From an optimization exercise on the open Yosys and OpenROAD flow, aimed at small area and a short achievable clock period; shortcuts taken in it are not production practice. No run shown here included a check of the RTL's function; only the layout flow was run.

## flow/design.v (module list and top-level ports; edited modules follow where they fit)
// module ex2_1: 2016 lines
// module ex2_1_fa: 4 lines
// module ex2_1_ha: 4 lines
// module ex2_1_pgi: 4 lines
// module ex2_1_pgn: 4 lines
// module ex2_1_ao: 3 lines
// module ex2_1_gt: 4 lines
// module ex2_1_x: 3 lines
// module ex2_1_xn: 3 lines
module ex2_1 (
	      input 		  clk, rst, validi,
	      input [31:0] 	  data_in,
	      output logic 	  valido,
	      output logic [31:0] data_out
	      );
  // ...
==> flow/flow/run.sh <==
#!/bin/bash
# The standard layout, except that the port buffers are plain buf_2 cells rather
# than the delay cells buffer_ports picks by default. make's full output goes to flow_make.log.
set -euo pipefail
bash standard.sh "BUFFER_PORTS_ARGS=-buffer_cell sky130_fd_sc_hd__buf_2" finish > flow_make.log 2>&1
==> flow/standard.sh <==
#!/bin/bash
# synth_recipe.tcl (not shown) runs the flow's synth.tcl, then flattens the netlist and writes it again
# the make line also repeats each setting of config.mk as NAME=value (left out here)
make -C /OpenROAD-flow-scripts/flow DESIGN_CONFIG=/design/flow/config.mk WORK_HOME=/design/flow/orfs CLKGATE_MAP_FILE= SYNTH_SCRIPT=/design/flow/synth_recipe.tcl "${@:-finish}"
==> flow/config.mk <==
export PLATFORM = sky130hd
export DESIGN_NAME = ex2_1
export DESIGN_NICKNAME = ex2_1
export VERILOG_FILES = /design/flow/design.v
export SDC_FILE = /design/flow/constraint.sdc
export NUM_CORES = 4
export LEC_CHECK = 0
export CAP_MARGIN = 20
export CORE_MARGIN = 2
export CORE_UTILIZATION = 40
export SETUP_SLACK_MARGIN = 4.4
export SLEW_MARGIN = 20
export SYNTH_HIERARCHICAL = 1
export TNS_END_PERCENT = 0
==> flow/constraint.sdc <==
create_clock -name core_clock -period 8.0 [get_ports {clk}]
set_input_delay 1.6000 -clock core_clock [delete_from_list [all_inputs] [get_ports {clk}]]
set_output_delay 1.6000 -clock core_clock [all_outputs]
set_load 0.01 [all_outputs]
==> impl_metrics.sql, run 1 <==
INSERT INTO impl_metrics (metric_group, metric, value, unit) VALUES
('status', 'outcome', 'finished clean', ''),
('sta', 'worst_slew_margin_rel', '24.9', '%'),
('clock_tree', 'clock_tree.buffer_depth', '2', ''),
('sta', 'setup_ws_final', '4.38', 'ns'),
('layout', 'layout.core_utilization', '45.4', '%'),
('detailed_routing', 'post_drt_via_cell_ratio', '5.61', ''),
('worst_setup_path', 'cp.arrival', '3.97', 'ns'),
('hold_path', 'min_from', 'cnt[0]', ''),
('global_routing', 'wire_length_of_the_first_global_routing_pass', '72.7', 'mm'),
('sta', 'rsz0062_at_grt', 'yes', ''),
('worst_setup_path', 'kind_of_launch_point_of_the_worst_setup_path', 'input port', ''),
('global_routing', 'use_met2', '37.6', '%'),
('worst_setup_path', 'first_element_of_the_critical_path', 'data_in[22]', ''),
('worst_setup_path', 'path_class', 'in -> reg', ''),
('detailed_routing', 'dr_total_vias', '11800', ''),
('detailed_routing', 'drt_drc_violations_left', '0', ''),
('worst_setup_path', 'cp_max_fo', '13', ''),
('sta', 'final_period_minus_worst_setup_slack', '3.62', 'ns'),
('worst_setup_path', 'timing.critical_path.cells', 'buf_2 -> a22oi_1 -> xnor2_1 -> fa_1 -> fa_1 -> fa_1', ''),
('layout', 'area_dominant_class', 'multi-input gates', ''),
('die', 'initial_core_util', '40.8', '%'),
('worst_setup_path', 'crit_buf_inv', '1', ''),
('global_routing', 'grt_use_met1', '30.5', '%'),
('detailed_routing', 'antenna_left', '0', ''),
('layout', 'area_growth', '11.3', '%'),
('sta', 'min_period_over_period', '45.3', '%'),
('worst_setup_path', 'regToRegSetupSlack', '4.45', 'ns'),
('layout', 'layout.cells.most_common', 'xnor2_1', ''),
('detailed_routing', 'detailedRoute.firstPassIterationCount', '5', ''),
('layout', 'antennaDiodeCount', '0', ''),
('worst_setup_path', 'critical_path.endpoint_type', 'flop', ''),
('global_routing', 'number_of_antenna_violations_at_the_first_check_in_global_routing', '0', ''),
('die', 'chipWidth', '206', 'um'),
('die', 'n_tap_cell', '525', '');
==> inputs of run 2 (changes only) <==
--- a/flow/design.v
+++ b/flow/design.v
@@ -112,16 +112,18 @@
    logic q93;
    logic q94;
    logic q95;
    logic q96;
    logic q97;
    logic q98;
    logic q99;
    logic q100;
+   logic q101;
+   logic q102;
    wire bo0, bt0, bn0;
    wire pp1;
    wire pp2;
    wire pp3;
    wire pp4;
    wire pp5;
    wire pp6;
    wire pp7;
@@ -741,51 +743,51 @@
    wire s606;
    wire s607;
    wire s608;
    wire s609;
    wire s610;
    wire s611;
    wire s612;
    wire s613;
-   wire s614;
-   wire c615;
-   wire s616;
-   wire c617;
-   wire s618;
-   wire c619;
-   wire s620;
-   wire c621;
-   wire s622;
-   wire c623;
-   wire s624;
-   wire c625;
-   wire s626;
-   wire c627;
-   wire s628;
-   wire c629;
-   wire s630;
-   wire c631;
-   wire s632;
-   wire c633;
-   wire s634;
-   wire c635;
-   wire s636;
-   wire c637;
-   wire s638;
-   wire c639;
-   wire s640;
-   wire c641;
-   wire s642;
-   wire c643;
-   wire s644;
-   wire c645;
-   wire s646;
+   wire c614;
+   wire s615;
+   wire c616;
+   wire s617;
+   wire c618;
+   wire s619;
+   wire c620;
+   wire s621;
+   wire c622;
+   wire s623;
+   wire c624;
+   wire s625;
+   wire c626;
+   wire s627;
+   wire c628;
+   wire s629;
+   wire c630;
+   wire s631;
+   wire c632;
+   wire s633;
+   wire c634;
+   wire s635;
+   wire c636;
+   wire s637;
+   wire c638;
+   wire s639;
+   wire c640;
+   wire s641;
+   wire c642;
+   wire s643;
+   wire c644;
+   wire s645;
+   wire c646;
    wire s647;
-   wire s648;
+   wire c648;
    wire s649;
    wire c650;
    wire s651;
    wire c652;
    wire s653;
    wire c654;
    wire s655;
    wire c656;
@@ -813,17 +815,17 @@
    wire c678;
    wire s679;
    wire c680;
    wire s681;
    wire c682;
    wire s683;
    wire c684;
    wire s685;
-   wire s686;
+   wire c686;
    wire s687;
    wire c688;
    wire s689;
    wire c690;
    wire s691;
    wire c692;
    wire s693;
    wire c694;
@@ -867,17 +869,17 @@
    wire c732;
    wire s733;
    wire c734;
    wire s735;
    wire c736;
    wire s737;
    wire c738;
    wire s739;
-   wire s740;
+   wire c740;
    wire s741;
    wire c742;
    wire s743;
    wire c744;
    wire s745;
    wire c746;
    wire s747;
    wire c748;
@@ -923,173 +925,22 @@
    wire c788;
    wire s789;
    wire c790;
    wire s791;
    wire c792;
    wire s793;
    wire c794;
    wire s795;
-   wire c796;
+   wire s796;
    wire s797;
-   wire c798;
+   wire s798;
    wire s799;
-   wire c800;
-   wire s801;
-   wire c802;
-   wire s803;
-   wire c804;
-   wire s805;
-   wire c806;
-   wire s807;
-   wire c808;
-   wire s809;
-   wire c810;
-   wire s811;
-   wire c812;
-   wire s813;
-   wire c814;
-   wire s815;
-   wire c816;
-   wire s817;
-   wire c818;
-   wire s819;
-   wire c820;
-   wire s821;
-   wire c822;
-   wire s823;
-   wire c824;
-   wire s825;
-   wire c826;
-   wire s827;
-   wire c828;
-   wire s829;
-   wire c830;
-   wire s831;
-   wire c832;
-   wire s833;
-   wire c834;
-   wire s835;
-   wire c836;
-   wire s837;
-   wire c838;
-   wire s839;
-   wire c840;
-   wire s841;
-   wire c842;
-   wire s843;
-   wire c844;
-   wire s845;
-   wire c846;
-   wire s847;
-   wire c848;
-   wire s849;
-   wire c850;
-   wire s851;
-   wire c852;
-   wire s853;
-   wire c854;
-   wire s855;
-   wire c856;
-   wire s857;
-   wire s858;
+   wire s800;
    wire [31:0] ra, rb;
-   wire [31:0] g0, p0, sum;
-   wire [31:0] gn0, tn0;
-   wire xg1, xp1;
-   wire xg2, xp2;
-   wire xg3, xp3;
-   wire xg4, xp4;
-   wire xg5, xp5;
-   wire xg6, xp6;
-   wire xg7, xp7;
-   wire xg8, xp8;
-   wire xg9, xp9;
-   wire xg10, xp10;
-   wire xg11, xp11;
-   wire xg12, xp12;
-   wire xg13, xp13;
-   wire xg14, xp14;
-   wire xg15, xp15;
-   wire xg16, xp16;
-   wire xg17, xp17;
-   wire xg18, xp18;
-   wire xg19, xp19;
-   wire xg20, xp20;
-   wire xg21, xp21;
-   wire xg22, xp22;
-   wire xg23, xp23;
-   wire xg24, xp24;
-   wire xg25, xp25;
-   wire xg26, xp26;
-   wire xg27, xp27;
-   wire xg28, xp28;
-   wire xg29, xp29;
-   wire xg30, xp30;
-   wire xg31, xp31;
-   wire gi32, pi32;
-   wire xg33, xp33;
-   wire xg34, xp34;
-   wire xg35, xp35;
-   wire xg36, xp36;
-   wire xg37, xp37;
-   wire xg38, xp38;
-   wire xg39, xp39;
-   wire xg40, xp40;
-   wire xg41, xp41;
-   wire xg42, xp42;
-   wire xg43, xp43;
-   wire xg44, xp44;
-   wire xg45, xp45;
-   wire xg46, xp46;
-   wire xg47, xp47;
-   wire gi48, pi48;
-   wire xg49, xp49;
-   wire xg50, xp50;
-   wire xg51, xp51;
-   wire xg52, xp52;
-   wire xg53, xp53;
-   wire xg54, xp54;
-   wire xg55, xp55;
-   wire xg56, xp56;
-   wire xg57, xp57;
-   wire xg58, xp58;
-   wire xg59, xp59;
-   wire xg60, xp60;
-   wire xg61, xp61;
-   wire gi62, pi62;
-   wire xg63, xp63;
-   wire gi64, pi64;
-   wire xg65, xp65;
-   wire xg66, xp66;
-   wire xg67, xp67;
-   wire xg68, xp68;
-   wire xg69, xp69;
-   wire xg70, xp70;
-   wire xg71, xp71;
-   wire xg72, xp72;
-   wire xg73, xp73;
-   wire xg74, xp74;
-   wire xg75, xp75;
-   wire xg76, xp76;
-   wire xg77, xp77;
-   wire gi78, pi78;
-   wire xg79, xp79;
-   wire gi80, pi80;
-   wire xg81, xp81;
-   wire gi82, pi82;
-   wire xg83, xp83;
-   wire gi84, pi84;
-   wire xg85, xp85;
-   wire gi86, pi86;
-   wire xg87, xp87;
-   wire gi88, pi88;
-   wire xg89, xp89;
-   wire gi90, pi90;
-   wire xg91, xp91;
    always_ff @(posedge clk) begin
       a <= data_in;
       q0 <= bn0;
       q1 <= pp1;
       q2 <= pp2;
       q3 <= s273;
       q4 <= s275;
       q5 <= s279;
@@ -1178,22 +1029,24 @@
       q88 <= c560;
       q89 <= s577;
       q90 <= s579;
       q91 <= s597;
       q92 <= c578;
       q93 <= c580;
       q94 <= s599;
       q95 <= s601;
-      q96 <= c600;
-      q97 <= s611;
-      q98 <= c602;
-      q99 <= s612;
-      q100 <= s613;
-      data_out <= sum;
+      q96 <= s608;
+      q97 <= s609;
+      q98 <= s610;
+      q99 <= c600;
+      q100 <= c602;
+      q101 <= s611;
+      q102 <= s612;
+      data_out <= ra + rb;
    end
    assign bo0 = a[0] ^ 1'b0;
    assign bt0 = (a[1] & ~a[0] & ~1'b0) | (~a[1] & a[0] & 1'b0);
    assign bn0 = a[1] & ~(a[0] & 1'b0);
    assign pp1 = ((bo0 & data_in[0]) | (bt0 & 1'b0)) ^ bn0;
    assign pp2 = ((bo0 & data_in[1]) | (bt0 & data_in[0])) ^ bn0;
    assign pp3 = ((bo0 & data_in[2]) | (bt0 & data_in[1])) ^ bn0;
    assign pp4 = ((bo0 & data_in[3]) | (bt0 & data_in[2])) ^ bn0;
@@ -1670,376 +1523,126 @@
    ex2_1_fa us587 (.a(pp215), .b(pp229), .c(pp241), .s(s587), .co(c588));
    ex2_1_fa us589 (.a(pp251), .b(pp259), .c(pp265), .s(s589), .co(c590));
    ex2_1_fa us591 (.a(pp269), .b(pp271), .c(c562), .s(s591), .co(c592));
    ex2_1_fa us593 (.a(c564), .b(c566), .c(c568), .s(s593), .co(c594));
    ex2_1_fa us595 (.a(c570), .b(s581), .c(s583), .s(s595), .co(c596));
    ex2_1_fa us597 (.a(s585), .b(s587), .c(s589), .s(s597), .co(c598));
    ex2_1_fa us599 (.a(c572), .b(c574), .c(c576), .s(s599), .co(c600));
    ex2_1_fa us601 (.a(s591), .b(s593), .c(s595), .s(s601), .co(c602));
-   ex2_1_fa us603 (.a(pp32), .b(pp62), .c(pp90), .s(s603), .co());
-   ex2_1_fa us604 (.a(pp116), .b(pp140), .c(pp162), .s(s604), .co());
-   ex2_1_fa us605 (.a(pp182), .b(pp200), .c(pp216), .s(s605), .co());
-   ex2_1_fa us606 (.a(pp230), .b(pp242), .c(pp252), .s(s606), .co());
-   ex2_1_fa us607 (.a(pp260), .b(pp266), .c(pp270), .s(s607), .co());
-   ex2_1_fa us608 (.a(pp272), .b(c582), .c(c584), .s(s608), .co());
-   ex2_1_fa us609 (.a(c586), .b(c588), .c(c590), .s(s609), .co());
-   ex2_1_fa us610 (.a(s603), .b(s604), .c(s605), .s(s610), .co());
-   ex2_1_fa us611 (.a(s606), .b(s607), .c(c592), .s(s611), .co());
-   ex2_1_fa us612 (.a(c594), .b(c596), .c(c598), .s(s612), .co());
-   ex2_1_fa us613 (.a(s608), .b(s609), .c(s610), .s(s613), .co());
-   ex2_1_ha us614 (.a(q42), .b(q43), .s(s614), .co(c615));
-   ex2_1_ha us616 (.a(q47), .b(q48), .s(s616), .co(c617));
-   ex2_1_ha us618 (.a(q51), .b(q52), .s(s618), .co(c619));
-   ex2_1_ha us620 (.a(q55), .b(q56), .s(s620), .co(c621));
-   ex2_1_ha us622 (.a(q59), .b(q60), .s(s622), .co(c623));
-   ex2_1_ha us624 (.a(q63), .b(q64), .s(s624), .co(c625));
-   ex2_1_ha us626 (.a(q67), .b(q68), .s(s626), .co(c627));
-   ex2_1_ha us628 (.a(q71), .b(q72), .s(s628), .co(c629));
-   ex2_1_fa us630 (.a(q75), .b(q76), .c(q77), .s(s630), .co(c631));
-   ex2_1_ha us632 (.a(q78), .b(q79), .s(s632), .co(c633));
-   ex2_1_fa us634 (.a(q81), .b(q82), .c(q83), .s(s634), .co(c635));
-   ex2_1_ha us636 (.a(q84), .b(q85), .s(s636), .co(c637));
-   ex2_1_fa us638 (.a(q86), .b(q87), .c(q88), .s(s638), .co(c639));
-   ex2_1_ha us640 (.a(q89), .b(q90), .s(s640), .co(c641));
-   ex2_1_fa us642 (.a(q91), .b(q92), .c(q93), .s(s642), .co(c643));
-   ex2_1_ha us644 (.a(q94), .b(q95), .s(s644), .co(c645));
-   assign s646 = q96 ^ q97;
-   assign s647 = q98 ^ s646;
-   assign s648 = q99 ^ q100;
-   ex2_1_ha us649 (.a(q23), .b(q24), .s(s649), .co(c650));
-   ex2_1_ha us651 (.a(q27), .b(q28), .s(s651), .co(c652));
-   ex2_1_ha us653 (.a(q30), .b(q31), .s(s653), .co(c654));
-   ex2_1_ha us655 (.a(q33), .b(q34), .s(s655), .co(c656));
-   ex2_1_ha us657 (.a(q36), .b(q37), .s(s657), .co(c658));
-   ex2_1_ha us659 (.a(q39), .b(q40), .s(s659), .co(c660));
-   ex2_1_fa us661 (.a(q44), .b(q45), .c(q46), .s(s661), .co(c662));
-   ex2_1_fa us663 (.a(q49), .b(q50), .c(c615), .s(s663), .co(c664));
-   ex2_1_fa us665 (.a(q53), .b(q54), .c(c617), .s(s665), .co(c666));
-   ex2_1_fa us667 (.a(q57), .b(q58), .c(c619), .s(s667), .co(c668));
-   ex2_1_fa us669 (.a(q61), .b(q62), .c(c621), .s(s669), .co(c670));
-   ex2_1_fa us671 (.a(q65), .b(q66), .c(c623), .s(s671), .co(c672));
-   ex2_1_fa us673 (.a(q69), .b(q70), .c(c625), .s(s673), .co(c674));
-   ex2_1_fa us675 (.a(q73), .b(q74), .c(c627), .s(s675), .co(c676));
-   ex2_1_fa us677 (.a(q80), .b(c629), .c(s632), .s(s677), .co(c678));
-   ex2_1_fa us679 (.a(c633), .b(s636), .c(c631), .s(s679), .co(c680));
-   ex2_1_fa us681 (.a(c637), .b(s640), .c(c635), .s(s681), .co(c682));
-   ex2_1_fa us683 (.a(c641), .b(s644), .c(c639), .s(s683), .co(c684));
-   assign s685 = c645 ^ s648;
-   assign s686 = c643 ^ s685;
-   ex2_1_ha us687 (.a(q6), .b(q7), .s(s687), .co(c688));
-   ex2_1_ha us689 (.a(q9), .b(q10), .s(s689), .co(c690));
-   ex2_1_ha us691 (.a(q11), .b(q12), .s(s691), .co(c692));
-   ex2_1_ha us693 (.a(q13), .b(q14), .s(s693), .co(c694));
-   ex2_1_ha us695 (.a(q15), .b(q16), .s(s695), .co(c696));
-   ex2_1_ha us697 (.a(q17), .b(q18), .s(s697), .co(c698));
-   ex2_1_ha us699 (.a(q19), .b(q20), .s(s699), .co(c700));
-   ex2_1_ha us701 (.a(q21), .b(q22), .s(s701), .co(c702));
-   ex2_1_fa us703 (.a(q25), .b(q26), .c(s649), .s(s703), .co(c704));
-   ex2_1_fa us705 (.a(q29), .b(c650), .c(s651), .s(s705), .co(c706));
-   ex2_1_fa us707 (.a(q32), .b(c652), .c(s653), .s(s707), .co(c708));
-   ex2_1_fa us709 (.a(q35), .b(c654), .c(s655), .s(s709), .co(c710));
-   ex2_1_fa us711 (.a(q38), .b(c656), .c(s657), .s(s711), .co(c712));
-   ex2_1_fa us713 (.a(q41), .b(c658), .c(s659), .s(s713), .co(c714));
-   ex2_1_fa us715 (.a(c660), .b(s614), .c(s661), .s(s715), .co(c716));
-   ex2_1_fa us717 (.a(s616), .b(c662), .c(s663), .s(s717), .co(c718));
-   ex2_1_fa us719 (.a(s618), .b(c664), .c(s665), .s(s719), .co(c720));
-   ex2_1_fa us721 (.a(s620), .b(c666), .c(s667), .s(s721), .co(c722));
-   ex2_1_fa us723 (.a(s622), .b(c668), .c(s669), .s(s723), .co(c724));
-   ex2_1_fa us725 (.a(s624), .b(c670), .c(s671), .s(s725), .co(c726));
-   ex2_1_fa us727 (.a(s626), .b(c672), .c(s673), .s(s727), .co(c728));
-   ex2_1_fa us729 (.a(s628), .b(c674), .c(s675), .s(s729), .co(c730));
-   ex2_1_fa us731 (.a(s630), .b(c676), .c(s677), .s(s731), .co(c732));
-   ex2_1_fa us733 (.a(s634), .b(c678), .c(s679), .s(s733), .co(c734));
-   ex2_1_fa us735 (.a(s638), .b(c680), .c(s681), .s(s735), .co(c736));
-   ex2_1_fa us737 (.a(s642), .b(c682), .c(s683), .s(s737), .co(c738));
-   assign s739 = s647 ^ s686;
-   assign s740 = c684 ^ s739;
-   ex2_1_ha us741 (.a(q0), .b(q1), .s(s741), .co(c742));
-   ex2_1_x us743 (.a(s741), .b(data_in[0]), .y(s743));
-   ex2_1_ao uc744 (.a(c742), .b(s741), .c(data_in[0]), .y(c744));
-   ex2_1_x us745 (.a(q2), .b(data_in[1]), .y(s745));
-   assign c746 = q2 & data_in[1];
-   ex2_1_x us747 (.a(q3), .b(data_in[2]), .y(s747));
-   assign c748 = q3 & data_in[2];
-   ex2_1_x us749 (.a(q4), .b(data_in[3]), .y(s749));
-   assign c750 = q4 & data_in[3];
-   ex2_1_x us751 (.a(q5), .b(data_in[4]), .y(s751));
-   assign c752 = q5 & data_in[4];
-   ex2_1_ha us753 (.a(s687), .b(q8), .s(s753), .co(c754));
-   ex2_1_x us755 (.a(s753), .b(data_in[5]), .y(s755));
-   ex2_1_ao uc756 (.a(c754), .b(s753), .c(data_in[5]), .y(c756));
-   ex2_1_ha us757 (.a(c688), .b(s689), .s(s757), .co(c758));
-   ex2_1_x us759 (.a(s757), .b(data_in[6]), .y(s759));
-   ex2_1_ao uc760 (.a(c758), .b(s757), .c(data_in[6]), .y(c760));
-   ex2_1_ha us761 (.a(c690), .b(s691), .s(s761), .co(c762));
-   ex2_1_x us763 (.a(s761), .b(data_in[7]), .y(s763));
-   ex2_1_ao uc764 (.a(c762), .b(s761), .c(data_in[7]), .y(c764));
-   ex2_1_ha us765 (.a(c692), .b(s693), .s(s765), .co(c766));
-   ex2_1_x us767 (.a(s765), .b(data_in[8]), .y(s767));
-   ex2_1_ao uc768 (.a(c766), .b(s765), .c(data_in[8]), .y(c768));
-   ex2_1_ha us769 (.a(c694), .b(s695), .s(s769), .co(c770));
-   ex2_1_x us771 (.a(s769), .b(data_in[9]), .y(s771));
-   ex2_1_ao uc772 (.a(c770), .b(s769), .c(data_in[9]), .y(c772));
-   ex2_1_ha us773 (.a(c696), .b(s697), .s(s773), .co(c774));
-   ex2_1_x us775 (.a(s773), .b(data_in[10]), .y(s775));
-   ex2_1_ao uc776 (.a(c774), .b(s773), .c(data_in[10]), .y(c776));
-   ex2_1_ha us777 (.a(c698), .b(s699), .s(s777), .co(c778));
-   ex2_1_x us779 (.a(s777), .b(data_in[11]), .y(s779));
-   ex2_1_ao uc780 (.a(c778), .b(s777), .c(data_in[11]), .y(c780));
-   ex2_1_ha us781 (.a(c700), .b(s701), .s(s781), .co(c782));
-   ex2_1_x us783 (.a(s781), .b(data_in[12]), .y(s783));
-   ex2_1_ao uc784 (.a(c782), .b(s781), .c(data_in[12]), .y(c784));
-   ex2_1_ha us785 (.a(c702), .b(s703), .s(s785), .co(c786));
-   ex2_1_x us787 (.a(s785), .b(data_in[13]), .y(s787));
-   ex2_1_ao uc788 (.a(c786), .b(s785), .c(data_in[13]), .y(c788));
-   ex2_1_ha us789 (.a(c704), .b(s705), .s(s789), .co(c790));
-   ex2_1_x us791 (.a(s789), .b(data_in[14]), .y(s791));
-   ex2_1_ao uc792 (.a(c790), .b(s789), .c(data_in[14]), .y(c792));
-   ex2_1_ha us793 (.a(c706), .b(s707), .s(s793), .co(c794));
-   ex2_1_x us795 (.a(s793), .b(data_in[15]), .y(s795));
-   ex2_1_ao uc796 (.a(c794), .b(s793), .c(data_in[15]), .y(c796));
-   ex2_1_ha us797 (.a(c708), .b(s709), .s(s797), .co(c798));
-   ex2_1_x us799 (.a(s797), .b(data_in[16]), .y(s799));
-   ex2_1_ao uc800 (.a(c798), .b(s797), .c(data_in[16]), .y(c800));
-   ex2_1_ha us801 (.a(c710), .b(s711), .s(s801), .co(c802));
-   ex2_1_x us803 (.a(s801), .b(data_in[17]), .y(s803));
-   ex2_1_ao uc804 (.a(c802), .b(s801), .c(data_in[17]), .y(c804));
-   ex2_1_ha us805 (.a(c712), .b(s713), .s(s805), .co(c806));
-   ex2_1_x us807 (.a(s805), .b(data_in[18]), .y(s807));
-   ex2_1_ao uc808 (.a(c806), .b(s805), .c(data_in[18]), .y(c808));
-   ex2_1_ha us809 (.a(c714), .b(s715), .s(s809), .co(c810));
-   ex2_1_x us811 (.a(s809), .b(data_in[19]), .y(s811));
-   ex2_1_ao uc812 (.a(c810), .b(s809), .c(data_in[19]), .y(c812));
-   ex2_1_ha us813 (.a(c716), .b(s717), .s(s813), .co(c814));
-   ex2_1_x us815 (.a(s813), .b(data_in[20]), .y(s815));
-   ex2_1_ao uc816 (.a(c814), .b(s813), .c(data_in[20]), .y(c816));
-   ex2_1_ha us817 (.a(c718), .b(s719), .s(s817), .co(c818));
-   ex2_1_x us819 (.a(s817), .b(data_in[21]), .y(s819));
-   ex2_1_ao uc820 (.a(c818), .b(s817), .c(data_in[21]), .y(c820));
-   ex2_1_ha us821 (.a(c720), .b(s721), .s(s821), .co(c822));
-   ex2_1_x us823 (.a(s821), .b(data_in[22]), .y(s823));
-   ex2_1_ao uc824 (.a(c822), .b(s821), .c(data_in[22]), .y(c824));
-   ex2_1_ha us825 (.a(c722), .b(s723), .s(s825), .co(c826));
-   ex2_1_x us827 (.a(s825), .b(data_in[23]), .y(s827));
-   ex2_1_ao uc828 (.a(c826), .b(s825), .c(data_in[23]), .y(c828));
-   ex2_1_ha us829 (.a(c724), .b(s725), .s(s829), .co(c830));
-   ex2_1_x us831 (.a(s829), .b(data_in[24]), .y(s831));
-   ex2_1_ao uc832 (.a(c830), .b(s829), .c(data_in[24]), .y(c832));
-   ex2_1_ha us833 (.a(c726), .b(s727), .s(s833), .co(c834));
-   ex2_1_x us835 (.a(s833), .b(data_in[25]), .y(s835));
-   ex2_1_ao uc836 (.a(c834), .b(s833), .c(data_in[25]), .y(c836));
-   ex2_1_ha us837 (.a(c728), .b(s729), .s(s837), .co(c838));
-   ex2_1_x us839 (.a(s837), .b(data_in[26]), .y(s839));
-   ex2_1_ao uc840 (.a(c838), .b(s837), .c(data_in[26]), .y(c840));
-   ex2_1_ha us841 (.a(c730), .b(s731), .s(s841), .co(c842));
-   ex2_1_x us843 (.a(s841), .b(data_in[27]), .y(s843));
-   ex2_1_ao uc844 (.a(c842), .b(s841), .c(data_in[27]), .y(c844));
-   ex2_1_ha us845 (.a(c732), .b(s733), .s(s845), .co(c846));
-   ex2_1_x us847 (.a(s845), .b(data_in[28]), .y(s847));
-   ex2_1_ao uc848 (.a(c846), .b(s845), .c(data_in[28]), .y(c848));
-   ex2_1_ha us849 (.a(c734), .b(s735), .s(s849), .co(c850));
-   ex2_1_x us851 (.a(s849), .b(data_in[29]), .y(s851));
-   ex2_1_ao uc852 (.a(c850), .b(s849), .c(data_in[29]), .y(c852));
-   ex2_1_ha us853 (.a(c736), .b(s737), .s(s853), .co(c854));
-   ex2_1_x us855 (.a(s853), .b(data_in[30]), .y(s855));
-   ex2_1_ao uc856 (.a(c854), .b(s853), .c(data_in[30]), .y(c856));
-   assign s857 = data_in[31] ^ s740;
-   assign s858 = c738 ^ s857;
-   assign ra = {c856, c852, c848, c844, c840, c836, c832, c828, c824, c820, c816, c812, c808, c804, c800, c796, c792, c788, c784, c780, c776, c772, c768, c764, c760, c756, c752, c750, c748, c746, c744, s743};
-   assign rb = {s858, s855, s851, s847, s843, s839, s835, s831, s827, s823, s819, s815, s811, s807, s803, s799, s795, s791, s787, s783, s779, s775, s771, s767, s763, s759, s755, s751, s749, s747, s745, 1'b0};
-   assign p0 = ra ^ rb;
-   ex2_1_gt ugt0 (.a(ra[0]), .b(rb[0]), .gn(gn0[0]), .tn(tn0[0]));
-   ex2_1_gt ugt1 (.a(ra[1]), .b(rb[1]), .gn(gn0[1]), .tn(tn0[1]));
-   ex2_1_gt ugt2 (.a(ra[2]), .b(rb[2]), .gn(gn0[2]), .tn(tn0[2]));
-   ex2_1_gt ugt3 (.a(ra[3]), .b(rb[3]), .gn(gn0[3]), .tn(tn0[3]));
-   ex2_1_gt ugt4 (.a(ra[4]), .b(rb[4]), .gn(gn0[4]), .tn(tn0[4]));
-   ex2_1_gt ugt5 (.a(ra[5]), .b(rb[5]), .gn(gn0[5]), .tn(tn0[5]));
-   ex2_1_gt ugt6 (.a(ra[6]), .b(rb[6]), .gn(gn0[6]), .tn(tn0[6]));
-   ex2_1_gt ugt7 (.a(ra[7]), .b(rb[7]), .gn(gn0[7]), .tn(tn0[7]));
-   ex2_1_gt ugt8 (.a(ra[8]), .b(rb[8]), .gn(gn0[8]), .tn(tn0[8]));
-   ex2_1_gt ugt9 (.a(ra[9]), .b(rb[9]), .gn(gn0[9]), .tn(tn0[9]));
-   ex2_1_gt ugt10 (.a(ra[10]), .b(rb[10]), .gn(gn0[10]), .tn(tn0[10]));
-   ex2_1_gt ugt11 (.a(ra[11]), .b(rb[11]), .gn(gn0[11]), .tn(tn0[11]));
-   ex2_1_gt ugt12 (.a(ra[12]), .b(rb[12]), .gn(gn0[12]), .tn(tn0[12]));
-   ex2_1_gt ugt13 (.a(ra[13]), .b(rb[13]), .gn(gn0[13]), .tn(tn0[13]));
-   ex2_1_gt ugt14 (.a(ra[14]), .b(rb[14]), .gn(gn0[14]), .tn(tn0[14]));
-   ex2_1_gt ugt15 (.a(ra[15]), .b(rb[15]), .gn(gn0[15]), .tn(tn0[15]));
-   ex2_1_gt ugt16 (.a(ra[16]), .b(rb[16]), .gn(gn0[16]), .tn(tn0[16]));
-   ex2_1_gt ugt17 (.a(ra[17]), .b(rb[17]), .gn(gn0[17]), .tn(tn0[17]));
-   ex2_1_gt ugt18 (.a(ra[18]), .b(rb[18]), .gn(gn0[18]), .tn(tn0[18]));
-   ex2_1_gt ugt19 (.a(ra[19]), .b(rb[19]), .gn(gn0[19]), .tn(tn0[19]));
-   ex2_1_gt ugt20 (.a(ra[20]), .b(rb[20]), .gn(gn0[20]), .tn(tn0[20]));
-   ex2_1_gt ugt21 (.a(ra[21]), .b(rb[21]), .gn(gn0[21]), .tn(tn0[21]));
-   ex2_1_gt ugt22 (.a(ra[22]), .b(rb[22]), .gn(gn0[22]), .tn(tn0[22]));
-   ex2_1_gt ugt23 (.a(ra[23]), .b(rb[23]), .gn(gn0[23]), .tn(tn0[23]));
-   ex2_1_gt ugt24 (.a(ra[24]), .b(rb[24]), .gn(gn0[24]), .tn(tn0[24]));
-   ex2_1_gt ugt25 (.a(ra[25]), .b(rb[25]), .gn(gn0[25]), .tn(tn0[25]));
-   ex2_1_gt ugt26 (.a(ra[26]), .b(rb[26]), .gn(gn0[26]), .tn(tn0[26]));
-   ex2_1_gt ugt27 (.a(ra[27]), .b(rb[27]), .gn(gn0[27]), .tn(tn0[27]));
-   ex2_1_gt ugt28 (.a(ra[28]), .b(rb[28]), .gn(gn0[28]), .tn(tn0[28]));
-   ex2_1_gt ugt29 (.a(ra[29]), .b(rb[29]), .gn(gn0[29]), .tn(tn0[29]));
-   ex2_1_gt ugt30 (.a(ra[30]), .b(rb[30]), .gn(gn0[30]), .tn(tn0[30]));
-   ex2_1_gt ugt31 (.a(ra[31]), .b(rb[31]), .gn(gn0[31]), .tn(tn0[31]));
-   ex2_1_pgn ug1 (.gnh(gn0[1]), .pnh(tn0[1]), .gnl(gn0[0]), .pnl(1'b0), .g(xg1), .p(xp1));
-   ex2_1_pgn ug2 (.gnh(gn0[3]), .pnh(tn0[3]), .gnl(gn0[2]), .pnl(tn0[2]), .g(xg2), .p(xp2));
-   ex2_1_pgn ug3 (.gnh(gn0[5]), .pnh(tn0[5]), .gnl(gn0[4]), .pnl(tn0[4]), .g(xg3), .p(xp3));
-   ex2_1_pgn ug4 (.gnh(gn0[7]), .pnh(tn0[7]), .gnl(gn0[6]), .pnl(tn0[6]), .g(xg4), .p(xp4));
-   ex2_1_pgn ug5 (.gnh(gn0[9]), .pnh(tn0[9]), .gnl(gn0[8]), .pnl(tn0[8]), .g(xg5), .p(xp5));
-   ex2_1_pgn ug6 (.gnh(gn0[11]), .pnh(tn0[11]), .gnl(gn0[10]), .pnl(tn0[10]), .g(xg6), .p(xp6));
-   ex2_1_pgn ug7 (.gnh(gn0[13]), .pnh(tn0[13]), .gnl(gn0[12]), .pnl(tn0[12]), .g(xg7), .p(xp7));
-   ex2_1_pgn ug8 (.gnh(gn0[15]), .pnh(tn0[15]), .gnl(gn0[14]), .pnl(tn0[14]), .g(xg8), .p(xp8));
-   ex2_1_pgn ug9 (.gnh(gn0[17]), .pnh(tn0[17]), .gnl(gn0[16]), .pnl(tn0[16]), .g(xg9), .p(xp9));
-   ex2_1_pgn ug10 (.gnh(gn0[19]), .pnh(tn0[19]), .gnl(gn0[18]), .pnl(tn0[18]), .g(xg10), .p(xp10));
-   ex2_1_pgn ug11 (.gnh(gn0[21]), .pnh(tn0[21]), .gnl(gn0[20]), .pnl(tn0[20]), .g(xg11), .p(xp11));
-   ex2_1_pgn ug12 (.gnh(gn0[23]), .pnh(tn0[23]), .gnl(gn0[22]), .pnl(tn0[22]), .g(xg12), .p(xp12));
-   ex2_1_pgn ug13 (.gnh(gn0[25]), .pnh(tn0[25]), .gnl(gn0[24]), .pnl(tn0[24]), .g(xg13), .p(xp13));
-   ex2_1_pgn ug14 (.gnh(gn0[27]), .pnh(tn0[27]), .gnl(gn0[26]), .pnl(tn0[26]), .g(xg14), .p(xp14));
-   ex2_1_pgn ug15 (.gnh(gn0[29]), .pnh(tn0[29]), .gnl(gn0[28]), .pnl(tn0[28]), .g(xg15), .p(xp15));
-   ex2_1_pgn ug16 (.gnh(gn0[31]), .pnh(tn0[31]), .gnl(gn0[30]), .pnl(tn0[30]), .g(xg16), .p(xp16));
-   ex2_1_pgi ug17 (.gh(xg2), .ph(xp2), .gl(xg1), .pl(1'b1), .gn(xg17), .pn(xp17));
-   ex2_1_pgi ug18 (.gh(xg3), .ph(xp3), .gl(xg2), .pl(xp2), .gn(xg18), .pn(xp18));
-   ex2_1_pgi ug19 (.gh(xg4), .ph(xp4), .gl(xg3), .pl(xp3), .gn(xg19), .pn(xp19));
-   ex2_1_pgi ug20 (.gh(xg5), .ph(xp5), .gl(xg4), .pl(xp4), .gn(xg20), .pn(xp20));
-   ex2_1_pgi ug21 (.gh(xg6), .ph(xp6), .gl(xg5), .pl(xp5), .gn(xg21), .pn(xp21));
-   ex2_1_pgi ug22 (.gh(xg7), .ph(xp7), .gl(xg6), .pl(xp6), .gn(xg22), .pn(xp22));
-   ex2_1_pgi ug23 (.gh(xg8), .ph(xp8), .gl(xg7), .pl(xp7), .gn(xg23), .pn(xp23));
-   ex2_1_pgi ug24 (.gh(xg9), .ph(xp9), .gl(xg8), .pl(xp8), .gn(xg24), .pn(xp24));
-   ex2_1_pgi ug25 (.gh(xg10), .ph(xp10), .gl(xg9), .pl(xp9), .gn(xg25), .pn(xp25));
-   ex2_1_pgi ug26 (.gh(xg11), .ph(xp11), .gl(xg10), .pl(xp10), .gn(xg26), .pn(xp26));
-   ex2_1_pgi ug27 (.gh(xg12), .ph(xp12), .gl(xg11), .pl(xp11), .gn(xg27), .pn(xp27));
-   ex2_1_pgi ug28 (.gh(xg13), .ph(xp13), .gl(xg12), .pl(xp12), .gn(xg28), .pn(xp28));
-   ex2_1_pgi ug29 (.gh(xg14), .ph(xp14), .gl(xg13), .pl(xp13), .gn(xg29), .pn(xp29));
-   ex2_1_pgi ug30 (.gh(xg15), .ph(xp15), .gl(xg14), .pl(xp14), .gn(xg30), .pn(xp30));
-   ex2_1_pgi ug31 (.gh(xg16), .ph(xp16), .gl(xg15), .pl(xp15), .gn(xg31), .pn(xp31));
-   assign gi32 = ~xg1;
-   assign pi32 = ~xp1;
-   ex2_1_pgn ug33 (.gnh(xg18), .pnh(xp18), .gnl(gi32), .pnl(1'b0), .g(xg33), .p(xp33));
-   ex2_1_pgn ug34 (.gnh(xg19), .pnh(xp19), .gnl(xg17), .pnl(1'b0), .g(xg34), .p(xp34));
-   ex2_1_pgn ug35 (.gnh(xg20), .pnh(xp20), .gnl(xg18), .pnl(xp18), .g(xg35), .p(xp35));
-   ex2_1_pgn ug36 (.gnh(xg21), .pnh(xp21), .gnl(xg19), .pnl(xp19), .g(xg36), .p(xp36));
-   ex2_1_pgn ug37 (.gnh(xg22), .pnh(xp22), .gnl(xg20), .pnl(xp20), .g(xg37), .p(xp37));
-   ex2_1_pgn ug38 (.gnh(xg23), .pnh(xp23), .gnl(xg21), .pnl(xp21), .g(xg38), .p(xp38));
-   ex2_1_pgn ug39 (.gnh(xg24), .pnh(xp24), .gnl(xg22), .pnl(xp22), .g(xg39), .p(xp39));
-   ex2_1_pgn ug40 (.gnh(xg25), .pnh(xp25), .gnl(xg23), .pnl(xp23), .g(xg40), .p(xp40));
-   ex2_1_pgn ug41 (.gnh(xg26), .pnh(xp26), .gnl(xg24), .pnl(xp24), .g(xg41), .p(xp41));
-   ex2_1_pgn ug42 (.gnh(xg27), .pnh(xp27), .gnl(xg25), .pnl(xp25), .g(xg42), .p(xp42));
-   ex2_1_pgn ug43 (.gnh(xg28), .pnh(xp28), .gnl(xg26), .pnl(xp26), .g(xg43), .p(xp43));
-   ex2_1_pgn ug44 (.gnh(xg29), .pnh(xp29), .gnl(xg27), .pnl(xp27), .g(xg44), .p(xp44));
-   ex2_1_pgn ug45 (.gnh(xg30), .pnh(xp30), .gnl(xg28), .pnl(xp28), .g(xg45), .p(xp45));
-   ex2_1_pgn ug46 (.gnh(xg31), .pnh(xp31), .gnl(xg29), .pnl(xp29), .g(xg46), .p(xp46));
-   ex2_1_pgi ug47 (.gh(xg35), .ph(xp35), .gl(xg1), .pl(1'b1), .gn(xg47), .pn(xp47));
-   assign gi48 = ~xg17;
-   assign pi48 = ~xp17;
-   ex2_1_pgi ug49 (.gh(xg36), .ph(xp36), .gl(gi48), .pl(1'b1), .gn(xg49), .pn(xp49));
-   ex2_1_pgi ug50 (.gh(xg37), .ph(xp37), .gl(xg33), .pl(1'b1), .gn(xg50), .pn(xp50));
-   ex2_1_pgi ug51 (.gh(xg38), .ph(xp38), .gl(xg34), .pl(1'b1), .gn(xg51), .pn(xp51));
-   ex2_1_pgi ug52 (.gh(xg39), .ph(xp39), .gl(xg35), .pl(xp35), .gn(xg52), .pn(xp52));
-   ex2_1_pgi ug53 (.gh(xg40), .ph(xp40), .gl(xg36), .pl(xp36), .gn(xg53), .pn(xp53));
-   ex2_1_pgi ug54 (.gh(xg41), .ph(xp41), .gl(xg37), .pl(xp37), .gn(xg54), .pn(xp54));
-   ex2_1_pgi ug55 (.gh(xg42), .ph(xp42), .gl(xg38), .pl(xp38), .gn(xg55), .pn(xp55));
-   ex2_1_pgi ug56 (.gh(xg43), .ph(xp43), .gl(xg39), .pl(xp39), .gn(xg56), .pn(xp56));
-   ex2_1_pgi ug57 (.gh(xg44), .ph(xp44), .gl(xg40), .pl(xp40), .gn(xg57), .pn(xp57));
-   ex2_1_pgi ug58 (.gh(xg45), .ph(xp45), .gl(xg41), .pl(xp41), .gn(xg58), .pn(xp58));
-   ex2_1_pgi ug59 (.gh(xg46), .ph(xp46), .gl(xg42), .pl(xp42), .gn(xg59), .pn(xp59));
-   ex2_1_pgn ug60 (.gnh(xg52), .pnh(xp52), .gnl(gi32), .pnl(1'b0), .g(xg60), .p(xp60));
-   ex2_1_pgn ug61 (.gnh(xg53), .pnh(xp53), .gnl(xg17), .pnl(1'b0), .g(xg61), .p(xp61));
-   assign gi62 = ~xg33;
-   assign pi62 = ~xp33;
-   ex2_1_pgn ug63 (.gnh(xg54), .pnh(xp54), .gnl(gi62), .pnl(1'b0), .g(xg63), .p(xp63));
-   assign gi64 = ~xg34;
-   assign pi64 = ~xp34;
-   ex2_1_pgn ug65 (.gnh(xg55), .pnh(xp55), .gnl(gi64), .pnl(1'b0), .g(xg65), .p(xp65));
-   ex2_1_pgn ug66 (.gnh(xg56), .pnh(xp56), .gnl(xg47), .pnl(1'b0), .g(xg66), .p(xp66));
-   ex2_1_pgn ug67 (.gnh(xg57), .pnh(xp57), .gnl(xg49), .pnl(1'b0), .g(xg67), .p(xp67));
-   ex2_1_pgn ug68 (.gnh(xg58), .pnh(xp58), .gnl(xg50), .pnl(1'b0), .g(xg68), .p(xp68));
-   ex2_1_pgn ug69 (.gnh(xg59), .pnh(xp59), .gnl(xg51), .pnl(1'b0), .g(xg69), .p(xp69));
-   ex2_1_pgn ug70 (.gnh(gn0[2]), .pnh(tn0[2]), .gnl(gi32), .pnl(1'b0), .g(xg70), .p(xp70));
-   ex2_1_pgn ug71 (.gnh(gn0[4]), .pnh(tn0[4]), .gnl(xg17), .pnl(1'b0), .g(xg71), .p(xp71));
-   ex2_1_pgn ug72 (.gnh(gn0[6]), .pnh(tn0[6]), .gnl(gi62), .pnl(1'b0), .g(xg72), .p(xp72));
-   ex2_1_pgn ug73 (.gnh(gn0[8]), .pnh(tn0[8]), .gnl(gi64), .pnl(1'b0), .g(xg73), .p(xp73));
-   ex2_1_pgn ug74 (.gnh(gn0[10]), .pnh(tn0[10]), .gnl(xg47), .pnl(1'b0), .g(xg74), .p(xp74));
-   ex2_1_pgn ug75 (.gnh(gn0[12]), .pnh(tn0[12]), .gnl(xg49), .pnl(1'b0), .g(xg75), .p(xp75));
-   ex2_1_pgn ug76 (.gnh(gn0[14]), .pnh(tn0[14]), .gnl(xg50), .pnl(1'b0), .g(xg76), .p(xp76));
-   ex2_1_pgn ug77 (.gnh(gn0[16]), .pnh(tn0[16]), .gnl(xg51), .pnl(1'b0), .g(xg77), .p(xp77));
-   assign gi78 = ~xg60;
-   assign pi78 = ~xp60;
-   ex2_1_pgn ug79 (.gnh(gn0[18]), .pnh(tn0[18]), .gnl(gi78), .pnl(1'b0), .g(xg79), .p(xp79));
-   assign gi80 = ~xg61;
-   assign pi80 = ~xp61;
-   ex2_1_pgn ug81 (.gnh(gn0[20]), .pnh(tn0[20]), .gnl(gi80), .pnl(1'b0), .g(xg81), .p(xp81));
-   assign gi82 = ~xg63;
-   assign pi82 = ~xp63;
-   ex2_1_pgn ug83 (.gnh(gn0[22]), .pnh(tn0[22]), .gnl(gi82), .pnl(1'b0), .g(xg83), .p(xp83));
-   assign gi84 = ~xg65;
-   assign pi84 = ~xp65;
-   ex2_1_pgn ug85 (.gnh(gn0[24]), .pnh(tn0[24]), .gnl(gi84), .pnl(1'b0), .g(xg85), .p(xp85));
-   assign gi86 = ~xg66;
-   assign pi86 = ~xp66;
-   ex2_1_pgn ug87 (.gnh(gn0[26]), .pnh(tn0[26]), .gnl(gi86), .pnl(1'b0), .g(xg87), .p(xp87));
-   assign gi88 = ~xg67;
-   assign pi88 = ~xp67;
-   ex2_1_pgn ug89 (.gnh(gn0[28]), .pnh(tn0[28]), .gnl(gi88), .pnl(1'b0), .g(xg89), .p(xp89));
-   assign gi90 = ~xg68;
-   assign pi90 = ~xp68;
-   ex2_1_pgn ug91 (.gnh(gn0[30]), .pnh(tn0[30]), .gnl(gi90), .pnl(1'b0), .g(xg91), .p(xp91));
-   assign sum[0] = p0[0];
-   ex2_1_xn us1 (.a(p0[1]), .b(gn0[0]), .y(sum[1]));
-   ex2_1_x us2 (.a(p0[2]), .b(xg1), .y(sum[2]));
-   ex2_1_x us3 (.a(p0[3]), .b(xg70), .y(sum[3]));
-   ex2_1_xn us4 (.a(p0[4]), .b(xg17), .y(sum[4]));
-   ex2_1_x us5 (.a(p0[5]), .b(xg71), .y(sum[5]));
-   ex2_1_x us6 (.a(p0[6]), .b(xg33), .y(sum[6]));
-   ex2_1_x us7 (.a(p0[7]), .b(xg72), .y(sum[7]));
-   ex2_1_x us8 (.a(p0[8]), .b(xg34), .y(sum[8]));
-   ex2_1_x us9 (.a(p0[9]), .b(xg73), .y(sum[9]));
-   ex2_1_xn us10 (.a(p0[10]), .b(xg47), .y(sum[10]));
-   ex2_1_x us11 (.a(p0[11]), .b(xg74), .y(sum[11]));
-   ex2_1_xn us12 (.a(p0[12]), .b(xg49), .y(sum[12]));
-   ex2_1_x us13 (.a(p0[13]), .b(xg75), .y(sum[13]));
-   ex2_1_xn us14 (.a(p0[14]), .b(xg50), .y(sum[14]));
-   ex2_1_x us15 (.a(p0[15]), .b(xg76), .y(sum[15]));
-   ex2_1_xn us16 (.a(p0[16]), .b(xg51), .y(sum[16]));
-   ex2_1_x us17 (.a(p0[17]), .b(xg77), .y(sum[17]));
-   ex2_1_x us18 (.a(p0[18]), .b(xg60), .y(sum[18]));
-   ex2_1_x us19 (.a(p0[19]), .b(xg79), .y(sum[19]));
-   ex2_1_x us20 (.a(p0[20]), .b(xg61), .y(sum[20]));
-   ex2_1_x us21 (.a(p0[21]), .b(xg81), .y(sum[21]));
-   ex2_1_x us22 (.a(p0[22]), .b(xg63), .y(sum[22]));
-   ex2_1_x us23 (.a(p0[23]), .b(xg83), .y(sum[23]));
-   ex2_1_x us24 (.a(p0[24]), .b(xg65), .y(sum[24]));
-   ex2_1_x us25 (.a(p0[25]), .b(xg85), .y(sum[25]));
-   ex2_1_x us26 (.a(p0[26]), .b(xg66), .y(sum[26]));
-   ex2_1_x us27 (.a(p0[27]), .b(xg87), .y(sum[27]));
-   ex2_1_x us28 (.a(p0[28]), .b(xg67), .y(sum[28]));
-   ex2_1_x us29 (.a(p0[29]), .b(xg89), .y(sum[29]));
-   ex2_1_x us30 (.a(p0[30]), .b(xg68), .y(sum[30]));
-   ex2_1_x us31 (.a(p0[31]), .b(xg91), .y(sum[31]));
+   assign s603 = pp32 ^ pp62 ^ pp90;
+   assign s604 = pp116 ^ pp140 ^ pp162;
+   assign s605 = pp182 ^ pp200 ^ pp216;
+   assign s606 = pp230 ^ pp242 ^ pp252;
+   assign s607 = pp260 ^ pp266 ^ pp270;
+   assign s608 = pp272 ^ c582 ^ c584;
+   assign s609 = c586 ^ c588 ^ c590;
+   assign s610 = s603 ^ s604 ^ s605;
+   assign s611 = s606 ^ s607 ^ c592;
+   assign s612 = c594 ^ c596 ^ c598;
+   ex2_1_ha us613 (.a(q0), .b(q1), .s(s613), .co(c614));
+   ex2_1_ha us615 (.a(q2), .b(c614), .s(s615), .co(c616));
+   ex2_1_ha us617 (.a(q3), .b(c616), .s(s617), .co(c618));
+   ex2_1_ha us619 (.a(q4), .b(c618), .s(s619), .co(c620));
+   ex2_1_ha us621 (.a(q5), .b(c620), .s(s621), .co(c622));
+   ex2_1_fa us623 (.a(q6), .b(q7), .c(q8), .s(s623), .co(c624));
+   ex2_1_ha us625 (.a(s623), .b(c622), .s(s625), .co(c626));
+   ex2_1_fa us627 (.a(q9), .b(q10), .c(c624), .s(s627), .co(c628));
+   ex2_1_ha us629 (.a(s627), .b(data_in[6]), .s(s629), .co(c630));
+   ex2_1_fa us631 (.a(q11), .b(q12), .c(c628), .s(s631), .co(c632));
+   ex2_1_ha us633 (.a(data_in[7]), .b(c630), .s(s633), .co(c634));
+   ex2_1_fa us635 (.a(q13), .b(q14), .c(data_in[8]), .s(s635), .co(c636));
+   ex2_1_ha us637 (.a(c632), .b(c634), .s(s637), .co(c638));
+   ex2_1_fa us639 (.a(q15), .b(q16), .c(data_in[9]), .s(s639), .co(c640));
+   ex2_1_ha us641 (.a(c636), .b(s639), .s(s641), .co(c642));
+   ex2_1_fa us643 (.a(q17), .b(q18), .c(data_in[10]), .s(s643), .co(c644));
+   ex2_1_ha us645 (.a(c640), .b(s643), .s(s645), .co(c646));
+   ex2_1_fa us647 (.a(q19), .b(q20), .c(data_in[11]), .s(s647), .co(c648));
+   ex2_1_ha us649 (.a(c644), .b(s647), .s(s649), .co(c650));
+   ex2_1_fa us651 (.a(q21), .b(q22), .c(data_in[12]), .s(s651), .co(c652));
+   ex2_1_ha us653 (.a(c648), .b(s651), .s(s653), .co(c654));
+   ex2_1_fa us655 (.a(q23), .b(q24), .c(q25), .s(s655), .co(c656));
+   ex2_1_fa us657 (.a(q26), .b(s655), .c(data_in[13]), .s(s657), .co(c658));
+   ex2_1_ha us659 (.a(c652), .b(s657), .s(s659), .co(c660));
+   ex2_1_fa us661 (.a(q27), .b(q28), .c(q29), .s(s661), .co(c662));
+   ex2_1_fa us663 (.a(c656), .b(s661), .c(data_in[14]), .s(s663), .co(c664));
+   ex2_1_ha us665 (.a(c658), .b(s663), .s(s665), .co(c666));
+   ex2_1_fa us667 (.a(q30), .b(q31), .c(q32), .s(s667), .co(c668));
+   ex2_1_fa us669 (.a(c662), .b(s667), .c(data_in[15]), .s(s669), .co(c670));
+   ex2_1_ha us671 (.a(c664), .b(s669), .s(s671), .co(c672));
+   ex2_1_fa us673 (.a(q33), .b(q34), .c(q35), .s(s673), .co(c674));
+   ex2_1_fa us675 (.a(c668), .b(s673), .c(data_in[16]), .s(s675), .co(c676));
+   ex2_1_ha us677 (.a(c670), .b(s675), .s(s677), .co(c678));
+   ex2_1_fa us679 (.a(q36), .b(q37), .c(q38), .s(s679), .co(c680));
+   ex2_1_fa us681 (.a(c674), .b(s679), .c(data_in[17]), .s(s681), .co(c682));
+   ex2_1_ha us683 (.a(c676), .b(s681), .s(s683), .co(c684));
+   ex2_1_fa us685 (.a(q39), .b(q40), .c(q41), .s(s685), .co(c686));
+   ex2_1_fa us687 (.a(c680), .b(s685), .c(data_in[18]), .s(s687), .co(c688));
+   ex2_1_ha us689 (.a(c682), .b(s687), .s(s689), .co(c690));
+   ex2_1_fa us691 (.a(q42), .b(q43), .c(q44), .s(s691), .co(c692));
+   ex2_1_fa us693 (.a(q45), .b(q46), .c(c686), .s(s693), .co(c694));
+   ex2_1_fa us695 (.a(s691), .b(s693), .c(data_in[19]), .s(s695), .co(c696));
+   ex2_1_ha us697 (.a(c688), .b(s695), .s(s697), .co(c698));
+   ex2_1_fa us699 (.a(q47), .b(q48), .c(q49), .s(s699), .co(c700));
+   ex2_1_fa us701 (.a(q50), .b(c692), .c(s699), .s(s701), .co(c702));
+   ex2_1_fa us703 (.a(c694), .b(s701), .c(data_in[20]), .s(s703), .co(c704));
+   ex2_1_ha us705 (.a(c696), .b(s703), .s(s705), .co(c706));
+   ex2_1_fa us707 (.a(q51), .b(q52), .c(q53), .s(s707), .co(c708));
+   ex2_1_fa us709 (.a(q54), .b(c700), .c(s707), .s(s709), .co(c710));
+   ex2_1_fa us711 (.a(c702), .b(s709), .c(data_in[21]), .s(s711), .co(c712));
+   ex2_1_ha us713 (.a(c704), .b(s711), .s(s713), .co(c714));
+   ex2_1_fa us715 (.a(q55), .b(q56), .c(q57), .s(s715), .co(c716));
+   ex2_1_fa us717 (.a(q58), .b(c708), .c(s715), .s(s717), .co(c718));
+   ex2_1_fa us719 (.a(c710), .b(s717), .c(data_in[22]), .s(s719), .co(c720));
+   ex2_1_ha us721 (.a(c712), .b(s719), .s(s721), .co(c722));
+   ex2_1_fa us723 (.a(q59), .b(q60), .c(q61), .s(s723), .co(c724));
+   ex2_1_fa us725 (.a(q62), .b(c716), .c(s723), .s(s725), .co(c726));
+   ex2_1_fa us727 (.a(c718), .b(s725), .c(data_in[23]), .s(s727), .co(c728));
+   ex2_1_ha us729 (.a(c720), .b(s727), .s(s729), .co(c730));
+   ex2_1_fa us731 (.a(q63), .b(q64), .c(q65), .s(s731), .co(c732));
+   ex2_1_fa us733 (.a(q66), .b(c724), .c(s731), .s(s733), .co(c734));
+   ex2_1_fa us735 (.a(c726), .b(s733), .c(data_in[24]), .s(s735), .co(c736));
+   ex2_1_ha us737 (.a(c728), .b(s735), .s(s737), .co(c738));
+   ex2_1_fa us739 (.a(q67), .b(q68), .c(q69), .s(s739), .co(c740));
+   ex2_1_fa us741 (.a(q70), .b(c732), .c(s739), .s(s741), .co(c742));
+   ex2_1_fa us743 (.a(c734), .b(s741), .c(data_in[25]), .s(s743), .co(c744));
+   ex2_1_ha us745 (.a(c736), .b(s743), .s(s745), .co(c746));
+   ex2_1_fa us747 (.a(q71), .b(q72), .c(q73), .s(s747), .co(c748));
+   ex2_1_fa us749 (.a(q74), .b(c740), .c(s747), .s(s749), .co(c750));
+   ex2_1_fa us751 (.a(c742), .b(s749), .c(data_in[26]), .s(s751), .co(c752));
+   ex2_1_ha us753 (.a(c744), .b(s751), .s(s753), .co(c754));
+   ex2_1_fa us755 (.a(q75), .b(q76), .c(q77), .s(s755), .co(c756));
+   ex2_1_fa us757 (.a(q78), .b(q79), .c(q80), .s(s757), .co(c758));
+   ex2_1_fa us759 (.a(c748), .b(s755), .c(s757), .s(s759), .co(c760));
+   ex2_1_fa us761 (.a(c750), .b(s759), .c(data_in[27]), .s(s761), .co(c762));
+   ex2_1_ha us763 (.a(c752), .b(s761), .s(s763), .co(c764));
+   ex2_1_fa us765 (.a(q81), .b(q82), .c(q83), .s(s765), .co(c766));
+   ex2_1_fa us767 (.a(q84), .b(q85), .c(c756), .s(s767), .co(c768));
+   ex2_1_fa us769 (.a(c758), .b(s765), .c(c760), .s(s769), .co(c770));
+   ex2_1_fa us771 (.a(s767), .b(data_in[28]), .c(s769), .s(s771), .co(c772));
+   ex2_1_ha us773 (.a(c762), .b(c764), .s(s773), .co(c774));
+   ex2_1_fa us775 (.a(q86), .b(q87), .c(q88), .s(s775), .co(c776));
+   ex2_1_fa us777 (.a(q89), .b(q90), .c(c766), .s(s777), .co(c778));
+   ex2_1_fa us779 (.a(s775), .b(c768), .c(s777), .s(s779), .co(c780));
+   ex2_1_fa us781 (.a(data_in[29]), .b(c770), .c(s779), .s(s781), .co(c782));
+   ex2_1_ha us783 (.a(c772), .b(s781), .s(s783), .co(c784));
+   ex2_1_fa us785 (.a(q91), .b(q92), .c(q93), .s(s785), .co(c786));
+   ex2_1_fa us787 (.a(q94), .b(q95), .c(c776), .s(s787), .co(c788));
+   ex2_1_fa us789 (.a(s785), .b(c778), .c(s787), .s(s789), .co(c790));
+   ex2_1_fa us791 (.a(data_in[30]), .b(c780), .c(s789), .s(s791), .co(c792));
+   ex2_1_ha us793 (.a(c782), .b(s791), .s(s793), .co(c794));
+   assign s795 = q96 ^ q97 ^ q98;
+   assign s796 = q99 ^ q100 ^ q101;
+   assign s797 = q102 ^ c786 ^ s795;
+   assign s798 = s796 ^ c788 ^ data_in[31];
+   assign s799 = s797 ^ c790 ^ s798;
+   assign s800 = c792 ^ c794;
+   assign ra = {s799, c784, c774, s771, c754, c746, c738, c730, c722, c714, c706, c698, c690, c684, c678, c672, c666, c660, c654, c650, c646, c642, c638, s635, s631, c626, data_in[5], data_in[4], s619, s617, s615, s613};
+   assign rb = {s800, s793, s783, s773, s763, s753, s745, s737, s729, s721, s713, s705, s697, s689, s683, s677, s671, s665, s659, s653, s649, s645, s641, s637, s633, s629, s625, s621, data_in[3], data_in[2], data_in[1], data_in[0]};
 endmodule
 module ex2_1_fa (input a, b, c, output s, co);
    assign s = a ^ b ^ c;
    assign co = (a & b) | (c & (a ^ b));
 endmodule
 module ex2_1_ha (input a, b, output s, co);
    assign s = a ^ b;
    assign co = a & b;
 endmodule
-module ex2_1_pgi (input gh, ph, gl, pl, output gn, pn);
-   assign gn = ~(gh | (ph & gl));
-   assign pn = ~(ph & pl);
-endmodule
-module ex2_1_pgn (input gnh, pnh, gnl, pnl, output g, p);
-   assign g = ~(gnh & (pnh | gnl));
-   assign p = ~(pnh | pnl);
-endmodule
-module ex2_1_ao (input a, b, c, output y);
-   assign y = a | (b & c);
-endmodule
-module ex2_1_gt (input a, b, output gn, tn);
-   assign gn = ~(a & b);
-   assign tn = ~(a | b);
-endmodule
-module ex2_1_x (input a, b, output y);
-   assign y = a ^ b;
-endmodule
-module ex2_1_xn (input a, b, output y);
-   assign y = ~(a ^ b);
-endmodule
==> flow/run.sh (new file) <==
#!/bin/bash
# synth_recipe.tcl (not shown) runs the flow's synth.tcl, then flattens the netlist and writes it again
# the make line also repeats each setting of config.mk as NAME=value (left out here)
make -C /OpenROAD-flow-scripts/flow DESIGN_CONFIG=/design/flow/config.mk WORK_HOME=/design/flow/orfs CLKGATE_MAP_FILE= SYNTH_SCRIPT=/design/flow/synth_recipe.tcl finish
==> flow/config.mk (replaced) <==
export PLATFORM = sky130hd
export DESIGN_NAME = ex2_1
export DESIGN_NICKNAME = ex2_1
export VERILOG_FILES = /design/flow/design.v
export SDC_FILE = /design/flow/constraint.sdc
export NUM_CORES = 4
export LEC_CHECK = 0
export ABC_CLOCK_PERIOD_IN_PS = 3500
export CAP_MARGIN = 20
export CORE_MARGIN = 2
export CORE_UTILIZATION = 40
export SETUP_SLACK_MARGIN = 4.5
export SLEW_MARGIN = 20
export SYNTH_HIERARCHICAL = 1
removed: flow/flow/run.sh
removed: flow/standard.sh
==> run 2 against run 1 <==
Net effect:
- global-route usage increased by 5.8 points
- cell area increased by 18%
- maximum frequency decreased by 13%
- wire length increased by 25%
- count of clock-buffer cells in the layout decreased by 2
- clock skew increased by 0.0063 ns
- core utilization increased by 9.7 points
- via count increased by 8.6%
- flip-flop and latch count increased by 2
- cell count increased by 2.4%
==> impl_metrics.sql, run 2 <==
INSERT INTO impl_metrics (metric_group, metric, value, unit) VALUES
('status', 'outcome', 'finished clean', ''),
('clock_tree', 'clock_tree.buffer_depth', '2', ''),
('layout', 'layout.core_utilization', '55.0', '%'),
('detailed_routing', 'dr_total_vias', '12800', ''),
('sta', 'worst_slew_margin_rel', '37.2', '%'),
('worst_setup_path', 'cp_max_fo', '5', ''),
('die', 'initial_core_util', '40.8', '%'),
('worst_setup_path', 'critical_path.endpoint_type', 'flop', ''),
('sta', 'rsz0062_at_grt', 'yes', ''),
('sta', 'min_period_over_period', '52.1', '%'),
('worst_setup_path', 'path_class', 'in -> reg', ''),
('detailed_routing', 'detailedRoute.firstPassIterationCount', '7', ''),
('layout', 'layout.cells.most_common', 'xnor2_1', ''),
('sta', 'final_period_minus_worst_setup_slack', '4.17', 'ns'),
('layout', 'area_growth', '35.1', '%'),
('detailed_routing', 'antenna_left', '0', ''),
('global_routing', 'wire_length_of_the_first_global_routing_pass', '87.0', 'mm'),
('die', 'chipWidth', '203', 'um'),
('sta', 'setup_ws_final', '3.83', 'ns'),
('global_routing', 'number_of_antenna_violations_at_the_first_check_in_global_routing', '2', ''),
('detailed_routing', 'post_drt_via_cell_ratio', '5.95', ''),
('worst_setup_path', 'kind_of_launch_point_of_the_worst_setup_path', 'input port', '');
==> run 2: stage by stage <==
stage	instance area [um^2]
CTS	20600
global placement	17700
detailed placement	17700
global route	21400
finish	21400
floorplan	17000
==> run 2: per-module statistics from Yosys (local to each module, per instance) <==
module	flip-flops and latches	cells
ex2_1_ha	0	1
ex2_1_fa	0	1
ex2_1	170	1255
==> run 2: logic make-up (layout without fill, tap and decap cells) <==
family / count (synthesis) / count (layout) / share of synthesized area, %
flip-flops: 170 / 170 / 21.6
other: 0 / 1 / 0
AND/OR/NAND/NOR: 130 / 130 / 4.25
AO/OA/AOI/OAI: 389 / 390 / 16.7
XOR/XNOR: 331 / 331 / 18.3
buffers and inverters: 188 / 314 / 4.57
adder cells (fa/ha/maj): 303 / 303 / 34.6
==> run 2: area by class of cell <==
cell class / instances / area [um^2]
fillers: 3233 / 17500
multi-input cells: 1154 / 13800
flip-flops and latches: 170 / 3430
repair buffers: 223 / 2710
well taps: 518 / 648
clock buffers: 17 / 425
inverters: 59 / 236
clock inverters: 15 / 149
diodes: 1 / 2.50
==> run 2: worst max-delay path, cell delays in order <==
cell and delay, ns:
buf_2 0.14, buf_12 0.15, fa_1 0.53, ha_4 0.22, ha_4 0.31, nand2_2 0.10, o21ai_4 0.20, o2111ai_2 0.17
a21oi_4 0.22, o2111ai_4 0.18, o21ba_1 0.22, or4_1 0.49
==> run 2: routing by layer <==
metal | vias up | track usage, % | part of all wire, %
li1 | 5393 | - | -
met1 | 6490 | 38.1 | 39
met2 | 779 | 45.4 | 45
met3 | 178 | 7.56 | 11
met4 | 0 | 11.8 | 4.8
met5 | - | 0 | 0
==> run 2: final timing paths <==
check,start,end,cells after the start
max,data_in[13],data_out[31],12
min,cnt[0],cnt[0],1
max reg2reg,q47,data_out[31],12
min reg2reg,cnt[0],cnt[0],1
max in group asynchronous,rst,cnt[0],2
min in group asynchronous,rst,valido,2
==> run 2: what timing repair did <==
| action | in CTS | in global routing |
|---|---|---|
| setup buffers | 71 | 29 |
| hold endpoints to repair | 0 | 0 |
| resized for setup | 421 | 140 |
| gates cloned | 14 | 2 |
| endpoints found under the setup margin | 123 | 65 |
| pin swaps | 162 | 139 |

[afterwards: timing with drivers on the ports]
No port has a modelled driver above. Below, the same layouts with a new extraction and two added sets of constraints.
Step 1 assumes that a clkbuf_16 drives the clock port and a buf_2 every other input.
Step 2 also shifts input and output timing later by t, the mid clock arrival at the registers, as if the neighbouring blocks saw the same clock.
Slacks: ideal / step 1 / step 2; pairs: ideal / step 1.
run | t (ns) | setup WS [ns] | worst setup path after step 2 | latest minus earliest clock arrival (ns) | pins driven straight from the clock port
run 1 | 0.516 | 4.376 / 4.400 / 3.884 | input to register | 0.013 / 0.014 | 1
run 2 | 0.525 | 3.829 / 3.863 / 3.338 | input to register | 0.020 / 0.020 | 1
After both steps setup and hold are still met in every run listed. The setup slack of run 1, which loses most, moves by +0.024 ns with the drivers and by -0.492 ns with both steps.
